What follows belongs to an exercise in optimizing a design on an open flow for small area, a short achievable clock period and few clock cycles per item; a production flow would make more cautious choices. Function was checked by simulation only, so behaviour that the tests miss may differ from the original. No activity file was given, so power comes from the tool's default toggle rates.

==> flow/design.v (excerpt) <==
module prng (
	input clk,     
	input rst,   
	input [31:0] seed,
	input start,
	input cont,
	output reg done,
	output [31:0] rand_num
);
==> flow/config.mk <==
export PLATFORM = sky130hd
export DESIGN_NAME = prng
export DESIGN_NICKNAME = prng
export VERILOG_FILES = /design/flow/design.v
export SDC_FILE = /design/flow/constraint.sdc
export NUM_CORES = 8
export LEC_CHECK = 0
export CAP_MARGIN = 20
export CORE_MARGIN = 2
export CORE_UTILIZATION = 40
export SLEW_MARGIN = 70
==> flow/constraint.sdc <==
create_clock -name core_clock -period 9.0 [get_ports {clk}]
set_input_delay 1.8000 -clock core_clock [delete_from_list [all_inputs] [get_ports {clk}]]
set_output_delay 1.8000 -clock core_clock [all_outputs]
set_load 0.01 [all_outputs]
standard.sh (not shown) runs the stock make flow with config.mk's settings and CLKGATE_MAP_FILE= SYNTH_SCRIPT=/design/flow/synth_recipe.tcl, a recipe that flattens the netlist after the stock synthesis.
==> flow/flow/run.sh <==
#!/bin/bash
# The standard layout with two changes:
#  - the port buffers are plain buffers (sky130_fd_sc_hd__buf_1) instead of the
#    cell buffer_ports picks by itself;
#  - in synthesis, ABC's technology mapping (&nf) may relax delay for area
#    (-R 25). Everything else in the synthesis, registers included, is as in
#    the standard flow.
set -euo pipefail
export BUFFER_PORTS_ARGS="-buffer_cell sky130_fd_sc_hd__buf_1"
cp -r "$FLOW_HOME/scripts" scripts
sed -i 's/^&nf$/\&nf -R 25/' scripts/abc_speed.script
export SCRIPTS_DIR="$PWD/scripts"
bash standard.sh > standard.log 2>&1
Testbench counts at the start, summed over its fixed seeds: cycles 18,432, items 2,048.
Edit:
==> flow/flow/run.sh (replaced) <==
#!/bin/bash
# The standard layout (standard.sh) with these changes:
#  - synthesis: ABC's technology mapping (&nf) may relax delay for area
#    (-R 20); everything else, registers included, is as in the standard flow;
#  - the port buffers are plain buffers (sky130_fd_sc_hd__buf_1) instead of
#    the cell buffer_ports picks by itself;
#  - timing repair aims for 6.35 ns of setup slack.
set -euo pipefail
cp -r "$FLOW_HOME/scripts" scripts
sed -i 's/^&nf$/\&nf -R 20/' scripts/abc_speed.script
export SCRIPTS_DIR="$PWD/scripts"
export BUFFER_PORTS_ARGS="-buffer_cell sky130_fd_sc_hd__buf_1"
export SETUP_SLACK_MARGIN=6.35
bash standard.sh > standard.log 2>&1
What happened:
- via count rises slightly
- register-to-register slack gains 0.17 ns
- non-clock buffer count rises by 1
- routed wire length stays flat
- area after synthesis stays the same
- clock-buffer cell count stays the same
- global-route usage stays the same
- fmax rises slightly
- total power rises by a few percent
- cell area rises by a few percent
- critical path depth falls by 9
Edit:
==> flow/flow/run.sh (replaced) <==
#!/bin/bash
# The standard layout with two changes:
#  - the port buffers are plain buffers (sky130_fd_sc_hd__buf_1) instead of the
#    cell buffer_ports picks by itself;
#  - in synthesis, ABC's technology mapping (&nf) may relax delay for area
#    (-R 20). Everything else in the synthesis, registers included, is as in
#    the standard flow.
set -euo pipefail
export BUFFER_PORTS_ARGS="-buffer_cell sky130_fd_sc_hd__buf_1"
cp -r "$FLOW_HOME/scripts" scripts
sed -i 's/^&nf$/\&nf -R 20/' scripts/abc_speed.script
export SETUP_SLACK_MARGIN=6.45
export SCRIPTS_DIR="$PWD/scripts"
bash standard.sh > standard.log 2>&1
Result:
- The changed run completed with no timing, DRC or antenna violations
- total power goes up by 25%
- global-route usage rose by 1.3 points
- via count came out higher by 7.8%

* * *

Starting RTL as in the previous note.
// prng
module prng (
	input clk,     
	input rst,   
	input [31:0] seed,
	input start,
	input cont,
	output reg done,
	output [31:0] rand_num
);
clock: 9.0 ns
lec_check: 0
cap_margin: 20
core_margin: 2
core_utilization: 40
slew_margin: 70
==> flow/flow/run.sh <==
#!/bin/bash
# The standard layout with two changes:
#  - the port buffers are plain buffers (sky130_fd_sc_hd__buf_1) instead of the
#    cell buffer_ports picks by itself;
#  - in synthesis, ABC's technology mapping (&nf) may relax delay for area
#    (-R 20). Everything else in the synthesis, registers included, is as in
#    the standard flow.
set -euo pipefail
export BUFFER_PORTS_ARGS="-buffer_cell sky130_fd_sc_hd__buf_1"
cp -r "$FLOW_HOME/scripts" scripts
sed -i 's/^&nf$/\&nf -R 20/' scripts/abc_speed.script
sed -i "/^upsize -c$/d" scripts/abc_speed.script
export SCRIPTS_DIR="$PWD/scripts"
bash standard.sh > standard.log 2>&1
The baseline completed without violations.
Testbench counts at the start, summed over its fixed seeds: cycles 18,432, items 2,048.
Rerun with:
==> flow/flow/run.sh (replaced) <==
#!/bin/bash
# The standard layout (standard.sh) with these changes:
#  - synthesis: ABC's technology mapping (&nf) may relax delay for area
#    (-R 20); everything else, registers included, is as in the standard flow;
#  - the port buffers are plain buffers (buf_1 on inputs, buf_2 on outputs),
#    placed by flow/buffer_ports.tcl instead of ORFS's own buffer_ports call;
#  - timing repair aims for 6.4 ns of setup slack.
set -euo pipefail
cp -r "$FLOW_HOME/scripts" scripts
sed -i 's/^&nf$/\&nf -R 20/' scripts/abc_speed.script
export SCRIPTS_DIR="$PWD/scripts"
export DONT_BUFFER_PORTS=1
export PRE_GLOBAL_PLACE_TCL="$PWD/flow/buffer_ports.tcl"
export SETUP_SLACK_MARGIN=6.4
bash standard.sh > standard.log 2>&1
==> flow/flow/buffer_ports.tcl (new file) <==
# Port buffers: every input and output port gets one, as in the standard flow,
# but of a chosen plain buffer cell rather than the one buffer_ports picks.
buffer_ports -inputs -buffer_cell sky130_fd_sc_hd__buf_1
buffer_ports -outputs -buffer_cell sky130_fd_sc_hd__buf_2
Sequential power rose by about 15%.
Clock power is about the same.
Die area rose by about 2.2%.
Clock skew barely changes.
Setup slack improved by 430 ps.
Sequential share of layout area rose by 1.4 points.
Power stays flat.
Register-to-register slack improved by 490 ps.
Non-clock buffer count fell by 62.
Rerun with:
==> flow/flow/run.sh (replaced) <==
#!/bin/bash
# The standard layout with two changes:
#  - the port buffers are plain buffers (sky130_fd_sc_hd__buf_1) instead of the
#    cell buffer_ports picks by itself;
#  - in synthesis, ABC's technology mapping (&nf) may relax delay for area
#    (-R 20). Everything else in the synthesis, registers included, is as in
#    the standard flow.
set -euo pipefail
export BUFFER_PORTS_ARGS="-buffer_cell sky130_fd_sc_hd__buf_1"
cp -r "$FLOW_HOME/scripts" scripts
sed -i 's/^&nf$/\&nf -R 20/' scripts/abc_speed.script
export SCRIPTS_DIR="$PWD/scripts"
bash standard.sh > standard.log 2>&1
Settings changed: SLEW_MARGIN 70 to 50.
removed: flow/flow/buffer_ports.tcl
Clock-buffer cell count increases by 1. Worst setup slack got worse by 500 ps. Register-to-register slack got worse by 570 ps. Clock power is about the same.
Rerun with:
==> flow/flow/run.sh (replaced) <==
#!/bin/bash
# The standard layout (standard.sh) with these changes:
#  - synthesis: ABC maps the logic with flow/abc.script instead of ORFS's
#    abc_speed.script; everything else, registers included, is as in the
#    standard flow;
#  - the port buffers are plain buffers (sky130_fd_sc_hd__buf_1) instead of
#    the cell buffer_ports picks by itself;
#  - timing repair aims for 6.3 ns of setup slack.
set -euo pipefail
cp -r "$FLOW_HOME/scripts" scripts
cp flow/abc.script scripts/abc_speed.script
export SCRIPTS_DIR="$PWD/scripts"
export BUFFER_PORTS_ARGS="-buffer_cell sky130_fd_sc_hd__buf_1"
export SETUP_SLACK_MARGIN=6.3
bash standard.sh > standard.log 2>&1
==> flow/flow/abc.script (new file) <==
strash
dch
amap
topo
stime -c
buffer -c
upsize -c
dnsize -c
Settings changed: SLEW_MARGIN 50 to 70.
Effect: Total power goes up by a little under a tenth; routed wire length goes up by a little under a tenth; sequential share of layout area goes up by 0.43 points; worst hold slack improves by 15 ps; global-route usage goes up by 1.4 points; register-to-register slack improves by 500 ps; flip-flop and latch count is unchanged.
Rerun with:
==> flow/flow/run.sh (replaced) <==
#!/bin/bash
# The standard layout with two changes:
#  - the port buffers are plain buffers (sky130_fd_sc_hd__buf_1) instead of the
#    cell buffer_ports picks by itself;
#  - in synthesis, ABC's technology mapping (&nf) may relax delay for area
#    (-R 15). Everything else in the synthesis, registers included, is as in
#    the standard flow.
set -euo pipefail
export BUFFER_PORTS_ARGS="-buffer_cell sky130_fd_sc_hd__buf_1"
cp -r "$FLOW_HOME/scripts" scripts
sed -i 's/^&nf$/\&nf -R 15/' scripts/abc_speed.script
export SCRIPTS_DIR="$PWD/scripts"
bash standard.sh > standard.log 2>&1
removed: flow/flow/abc.script
Result: The new run produced a clean layout; power decreases by 7.3%; cell count decreases by 2.0%; via count decreases by 7.4%; critical path depth increases by 9.
Rerun with:
==> flow/flow/run.sh (replaced) <==
#!/bin/bash
# The standard layout (standard.sh) with these changes:
#  - synthesis: ABC maps the logic with flow/abc.script instead of ORFS's
#    abc_speed.script; everything else, registers included, is as in the
#    standard flow;
#  - the port buffers are plain buffers (sky130_fd_sc_hd__buf_1) instead of
#    the cell buffer_ports picks by itself;
#  - timing repair aims for 6.3 ns of setup slack.
set -euo pipefail
cp -r "$FLOW_HOME/scripts" scripts
cp flow/abc.script scripts/abc_speed.script
export SCRIPTS_DIR="$PWD/scripts"
export BUFFER_PORTS_ARGS="-buffer_cell sky130_fd_sc_hd__buf_1"
export SETUP_SLACK_MARGIN=6.3
bash standard.sh > standard.log 2>&1
==> flow/flow/abc.script (new file) <==
&get -n
&st
&dch
&nf -R 20
&st
&syn2
&if -g -K 6
&synch2
&nf -R 20
&put
buffer -c
topo
stime -c
upsize -c
dnsize -c
What happened: Setup slack degrades by 23 ps. Power rises by 3.7%. Hold slack degrades by 11 ps. Cell area rises by 2.9%.

## re-timing with driven ports
How much do the figures lean on ideal ports? The routed layouts below were timed once more, with nothing changed but the port constraints.
Step 1 assumes that a clkbuf_16 drives the clock port and a buf_2 every other input.
Step 2 moves the port delays by t, midway between the first and last clock arrival at a register: inputs arrive t later, outputs are due t later. That takes back most of the time a late clock gives input paths.
a / b / c = ideal ports / drivers / drivers and shift; a / b = the first two.
run | t, ns | slack for setup (ns) | clock arrival spread, ns
the first run of note 1 | 0.319 | 6.322 / 6.297 / 6.322 | 0.011 / 0.011
the second run of note 1 | 0.327 | 6.370 / 6.340 / 6.410 | 0.013 / 0.013
the third run of note 1 | 0.328 | 6.437 / 6.406 / 6.406 | 0.012 / 0.011
the first run of note 2 | 0.327 | 6.025 / 6.025 / 6.025 | 0.009 / 0.009
the second run of note 2 | 0.321 | 6.455 / 6.425 / 6.525 | 0.009 / 0.009
the third run of note 2 | 0.320 | 5.952 / 5.952 / 5.952 | 0.010 / 0.011
the fourth run of note 2 | 0.316 | 6.349 / 6.322 / 6.448 | 0.008 / 0.008
the fifth run of note 2 | 0.319 | 6.322 / 6.297 / 6.322 | 0.011 / 0.011
the sixth run of note 2 | 0.327 | 6.298 / 6.272 / 6.395 | 0.007 / 0.006
After both steps setup and hold are still met in every run listed. For the third run of note 1, which loses most, drivers alone change the setup slack by -0.031 ns; drivers and shift together by -0.031 ns.
